This design comes from an exercise in tuning for small area on the open sky130 flow, not from production work. RTL that was checked went through simulation tests only; none was proved equivalent to the original. The clock port is modelled as an ideal driver, which makes a skipped or thinned clock tree look cheaper than it is; a real chip needs a root buffer or a tree. Power is estimated from default activity; no workload was simulated.

==> module uart_edge_detection, before the edit <==
module uart_edge_detection (
    input logic clk,           
    input logic rst_n,         
    input logic uart_rx,       
    output logic uart_tx,      
    output logic led_rx,       
    output logic led_tx,       
    output logic data_ready    
);
    logic rx_data;             
    logic rx_done;
    logic tx_start;
    logic tx_busy;
    logic [17:0] line_buf;     
    logic [29:0] results;
    logic [5:0]  counter;      
    localparam logic [1:0] IDLE = 2'd0, RECEIVE = 2'd1, FIRST = 2'd2, SEND = 2'd3;
    logic [1:0] state, next_state;
    wire sending = state == SEND || (state == FIRST && !led_rx);
    uart_rx uart_receiver (
        .clk(clk),
        .rst_n(rst_n),
        .rx(uart_rx),
        .data_out(rx_data),
        .data_valid(rx_done)
    );
    uart_tx uart_transmitter (
        .clk(clk),
        .rst_n(rst_n),
        .tx_start(tx_start),
        .data_in(results[29]),
        .tx_busy(tx_busy),
        .tx(uart_tx)
    );
    always_ff @(posedge clk or negedge rst_n) begin
        if (!rst_n)
            state <= IDLE;
        else
            state <= next_state;
    end
    always_comb begin
        case (state)
            IDLE:      next_state = (rx_done) ? RECEIVE : IDLE;
            RECEIVE:   next_state = (counter == 6'd63 && rx_done) ? FIRST : RECEIVE;
            FIRST:     next_state = led_rx ? FIRST : SEND;
            SEND:      next_state = (counter == 6'd36 && !tx_busy) ? IDLE : SEND;
            default:   next_state = IDLE;
        endcase
    end
    wire take_pixel = (state == IDLE || state == RECEIVE) && rx_done;
    wire load_byte  = sending && !tx_busy && !tx_start;
    wire tx_takes   = tx_start && !tx_busy;
    logic [2:0] s, c;
    assign {c[0], s[0]} = rx_data + line_buf[0] + line_buf[1];
    assign {c[1], s[1]} = line_buf[7] + line_buf[8] + line_buf[9];
    assign {c[2], s[2]} = line_buf[15] + line_buf[16] + line_buf[17];
    wire window_set = (c[0] & c[1]) | (c[0] & c[2]) | (c[1] & c[2])
                    | ((c[0] | c[1] | c[2]) & ((s[0] & s[1]) | (s[0] & s[2]) | (s[1] & s[2])));
    wire window = (state == RECEIVE) && rx_done && counter[2:1] != 2'b00;
    wire last_row = counter[5:3] == 3'd7;
    wire window_done = window && !last_row;
    wire window_last = window && last_row;
    always_ff @(posedge clk) begin
        if (state == IDLE)
            counter <= {5'd0, rx_done};
        else if ((state == RECEIVE && rx_done) || load_byte)
            counter <= counter + 6'd1;
    end
    always_ff @(posedge clk) begin
        if (take_pixel || tx_takes)
            line_buf <= {line_buf[16:2], window_last ? window_set : line_buf[1],
                         line_buf[0], rx_data};
        if (window_done || tx_takes)
            results <= {results[28:0], tx_takes ? line_buf[7] : window_set};
    end
    always_ff @(posedge clk or negedge rst_n) begin
        if (!rst_n)
            tx_start <= 1'b0;
        else
            tx_start <= load_byte || (tx_start && !tx_busy);
    end
    always_ff @(posedge clk or negedge rst_n) begin
        if (!rst_n)
            led_rx <= 1'b0;
        else
            led_rx <= (state == RECEIVE) ? rx_done : 1'b0;
    end
    assign led_tx = tx_start;
    assign data_ready = state == SEND || (state == IDLE && tx_start);
endmodule
==> flow/config.mk <==
export PLATFORM = sky130hd
export DESIGN_NAME = uart_edge_detection
export DESIGN_NICKNAME = uart_edge_detection
export VERILOG_FILES = /design/flow/design.v
export SDC_FILE = /design/flow/constraint.sdc
export NUM_CORES = 4
export LEC_CHECK = 0
export CAP_MARGIN = 20
export CORE_MARGIN = 2
export CORE_UTILIZATION = 40
export SLEW_MARGIN = 20
==> flow/constraint.sdc <==
create_clock -name core_clock -period 20.0 [get_ports {clk}]
set_input_delay 4.0000 -clock core_clock [delete_from_list [all_inputs] [get_ports {clk}]]
set_output_delay 4.0000 -clock core_clock [all_outputs]
set_load 0.01 [all_outputs]
standard.sh (not shown) runs the stock make flow with config.mk's settings and CLKGATE_MAP_FILE= SYNTH_SCRIPT=/design/flow/synth_recipe.tcl, a recipe that flattens the netlist after the stock synthesis.
==> flow/flow/run.sh <==
#!/bin/bash
# Layout flow: the standard.sh (standard synthesis unchanged), with
#  - the combinational logic of that synthesis re-mapped by ABC for area
#    (flow/reopt.tcl, flow/area.abc); flip-flops are kept as synthesis made
#    them, same instances, names and cells;
#  - port buffers of buf_1 instead of the resizer's default pick;
#  - clock tree synthesis without dummy loads; afterwards leaf clusters are
#    merged up to 20 registers and the root buffer is a clkbuf_2
#    (flow/post_cts.tcl).
# Each tool's output goes to a log file here: synth_make.log, reopt_yosys.log,
# flow_make.log (ORFS also keeps per-step logs under orfs/logs).
set -euo pipefail
RES=orfs/results/$FLOW_PLATFORM/uart_edge_detection/base

bash standard.sh synth > synth_make.log 2>&1

cp $RES/1_2_yosys.v std_synth.v
export REOPT_DONT_USE="sky130_fd_sc_hd__probe_p_8 sky130_fd_sc_hd__probec_p_8 sky130_fd_sc_hd__lpflow_* sky130_fd_sc_hd__fill_*"
yosys -c flow/reopt.tcl > reopt_yosys.log 2>&1
cp reopt.v $RES/1_2_yosys.v
rm -f $RES/1_synth.odb

bash standard.sh \
  "BUFFER_PORTS_ARGS=-buffer_cell sky130_fd_sc_hd__buf_1" \
  "CTS_ARGS=-sink_clustering_enable -repair_clock_nets -dont_use_dummy_load" \
  "POST_CTS_TCL=$PWD/flow/post_cts.tcl" CLK_LEAF_MAX=20 CLK_LEAF_SPAN=120 \
  CLK_ROOT_CELL=sky130_fd_sc_hd__clkbuf_2 \
  finish > flow_make.log 2>&1
Other scripts of this flow, unchanged in this note and not shown: flow/flow/area.abc, flow/flow/post_cts.tcl, flow/flow/reopt.tcl
==> next run, changes <==
--- a/flow/design.v
+++ b/flow/design.v
@@ -96,13 +96,13 @@
 );
     logic rx_data;             
     logic rx_done;
     logic tx_start;
     logic tx_busy;
     logic [17:0] line_buf;     
-    logic [29:0] results;
+    logic [35:0] results;
     logic [5:0]  counter;      
     localparam logic [1:0] IDLE = 2'd0, RECEIVE = 2'd1, FIRST = 2'd2, SEND = 2'd3;
     logic [1:0] state, next_state;
     wire sending = state == SEND || (state == FIRST && !led_rx);
     uart_rx uart_receiver (
         .clk(clk),
@@ -112,13 +112,13 @@
         .data_valid(rx_done)
     );
     uart_tx uart_transmitter (
         .clk(clk),
         .rst_n(rst_n),
         .tx_start(tx_start),
-        .data_in(results[29]),
+        .data_in(results[35]),
         .tx_busy(tx_busy),
         .tx(uart_tx)
     );
     always_ff @(posedge clk or negedge rst_n) begin
         if (!rst_n)
             state <= IDLE;
@@ -140,28 +140,24 @@
     logic [2:0] s, c;
     assign {c[0], s[0]} = rx_data + line_buf[0] + line_buf[1];
     assign {c[1], s[1]} = line_buf[7] + line_buf[8] + line_buf[9];
     assign {c[2], s[2]} = line_buf[15] + line_buf[16] + line_buf[17];
     wire window_set = (c[0] & c[1]) | (c[0] & c[2]) | (c[1] & c[2])
                     | ((c[0] | c[1] | c[2]) & ((s[0] & s[1]) | (s[0] & s[2]) | (s[1] & s[2])));
-    wire window = (state == RECEIVE) && rx_done && counter[2:1] != 2'b00;
-    wire last_row = counter[5:3] == 3'd7;
-    wire window_done = window && !last_row;
-    wire window_last = window && last_row;
+    wire window_done = (state == RECEIVE) && rx_done && counter[2:1] != 2'b00;
     always_ff @(posedge clk) begin
         if (state == IDLE)
             counter <= {5'd0, rx_done};
         else if ((state == RECEIVE && rx_done) || load_byte)
             counter <= counter + 6'd1;
     end
     always_ff @(posedge clk) begin
-        if (take_pixel || tx_takes)
-            line_buf <= {line_buf[16:2], window_last ? window_set : line_buf[1],
-                         line_buf[0], rx_data};
+        if (take_pixel)
+            line_buf <= {line_buf[16:0], rx_data};
         if (window_done || tx_takes)
-            results <= {results[28:0], tx_takes ? line_buf[7] : window_set};
+            results <= {results[34:0], window_set};
     end
     always_ff @(posedge clk or negedge rst_n) begin
         if (!rst_n)
             tx_start <= 1'b0;
         else
             tx_start <= load_byte || (tx_start && !tx_busy);
Result:
- The new run finished clean
- die area rises by 3.8%
- non-clock buffer count stays the same
- setup slack barely changes
- maximum frequency stays flat
- total power falls by 19%
- cell area rises by 3.7%
- wire length falls by 0.41%
- count of clock-buffer cells in the layout does not change
- cell count falls by 2.0%
- clock skew stays flat
- sequential power falls by 15%
- global-route usage falls by 0.38 points
- hold slack is better by 0.022 ns
- area after synthesis rises by 4.0%

JK:
uart_edge_detection, a different RTL version from the one above (not shown whole).
For scale: about 0.0037 sq mm of cells after synthesis.
==> module uart_tx, before the edit <==
module uart_tx (
    input  logic clk,
    input  logic rst_n,
    input  logic tx_start,
    input  logic data_in,
    output logic tx_busy,
    output logic tx
);
    localparam logic [8:0] BAUD_TICK = 9'b001101000;
    localparam logic [8:0] BAUD_FULL = 9'b011010001;
    logic [8:0] baud;
    logic [3:0] bit_count;
    wire        tick = baud == BAUD_TICK;
    always_ff @(posedge clk or negedge rst_n) begin
        if (!rst_n) begin
            tx_busy <= 1'b0;
            tx      <= 1'b1;
        end else if (tx_start && !tx_busy) begin
            tx_busy <= 1'b1;
        end else if (tx_busy && tick) begin
            tx <= (bit_count == 4'd1 && data_in) || bit_count == 4'd9;
            if (bit_count == 4'd9)
                tx_busy <= 1'b0;
        end
    end
    always_ff @(posedge clk) begin
        if (!tx_busy) begin
            baud      <= BAUD_FULL;
            bit_count <= 4'd0;
        end else begin
            baud <= {baud[7:0], baud[8] ^ baud[4] ^ tick};
            if (tick)
                bit_count <= bit_count + 4'd1;
        end
    end
endmodule
clock: 20.0 ns
lec_check: 0
cap_margin: 20
core_margin: 2
core_utilization: 40
cts_cluster_diameter: 200
cts_cluster_size: 40
slew_margin: 20
run.sh (not shown) runs the stock make flow with config.mk's settings and CLKGATE_MAP_FILE= SYNTH_SCRIPT=/design/flow/synth_recipe.tcl, a recipe that flattens the netlist after the stock synthesis.
Stock flow here: none of the scripts above is used.
Setup changes, JK to MS
--- a/flow/design.v
+++ b/flow/design.v
@@ -10,20 +10,16 @@
     localparam logic [8:0] BAUD_FULL = 9'b011010001;
     logic [8:0] baud;
     logic [3:0] bit_count;
     wire        tick = baud == BAUD_TICK;
     always_ff @(posedge clk or negedge rst_n) begin
-        if (!rst_n) begin
+        if (!rst_n)
             tx_busy <= 1'b0;
-            tx      <= 1'b1;
-        end else if (tx_start && !tx_busy) begin
+        else if (tx_start && !tx_busy)
             tx_busy <= 1'b1;
-        end else if (tx_busy && tick) begin
-            tx <= (bit_count == 4'd1 && data_in) || bit_count == 4'd9;
-            if (bit_count == 4'd9)
-                tx_busy <= 1'b0;
-        end
+        else if (tx_busy && tick && bit_count == 4'd9)
+            tx_busy <= 1'b0;
     end
     always_ff @(posedge clk) begin
         if (!tx_busy) begin
             baud      <= BAUD_FULL;
             bit_count <= 4'd0;
@@ -31,10 +27,11 @@
             baud <= {baud[7:0], baud[8] ^ baud[4] ^ tick};
             if (tick)
                 bit_count <= bit_count + 4'd1;
         end
     end
+    assign tx = !tx_busy || bit_count == 4'd0 || (bit_count == 4'd2 && data_in);
 endmodule
 module uart_rx (
     input  logic clk,
     input  logic rst_n,
     input  logic rx,
==> summary.txt <==
Per the final summary, MS finished and its layout is clean on timing, DRC and antenna.
Against JK, wire length after detailed routing in MS fell by more than 10%.
Status: worst hold slack parity (MS, JK)
Fraction of area in registers, JK and MS: larger value in MS
JK reports its first element of the critical path as uart_transmitter.tx while MS reports uart_transmitter.bit_count[0].
Re final-report setup violation count: no difference whatsoever between JK and MS.
Compared with JK, MS shows a final core utilization that is 0.49 points higher.
JK → MS: total power shows a reduction of 3.1%; die area now smaller; cell count went down.
Diff JK -> MS: maximum fanout count along the critical path higher, total area of multi-input combinational cells lower, final worst-path setup slack lower, endpoint required time on the critical path roughly the same, post-route met1 wirelength lower.
The RTL of MS was laid out without a check of its function.

## static timing again, ports no longer ideal
The flow's constraints put no driver on any port. The routed layouts listed below were extracted and timed again, unchanged, in two steps. Step 1, drivers: a clkbuf_16 drives clk and a buf_2 each remaining input, both assumed. Step 2 adds t to the input delays and takes it off the output delays; t is the mean of the earliest and latest rising clock arrival at the registers after step 1. Input paths then give back, and output paths get back, about the clock's delay inside the block. a / b / c = ideal / step 1 / step 2; a / b = the first two.
| run | t, ns | slack for setup (ns) | clock arrival spread, ns | worst data-port slew with drivers (ns) | cell pins on the clock port's net |
|---|---|---|---|---|---|
| the first run of note 1 | 0.487 | 14.118 / 14.093 / 14.581 | 0.029 / 0.029 | 0.03 | 1 |
| the second run of note 1 | 0.518 | 14.121 / 14.095 / 14.612 | 0.026 / 0.027 | 0.03 | 1 |
| JK | 0.378 | 14.578 / 14.549 / 14.926 | 0.009 / 0.009 | 0.03 | 1 |
| MS | 0.376 | 14.188 / 14.160 / 14.536 | 0.008 / 0.008 | 0.03 | 1 |
After both steps setup and hold are still met in every run listed.
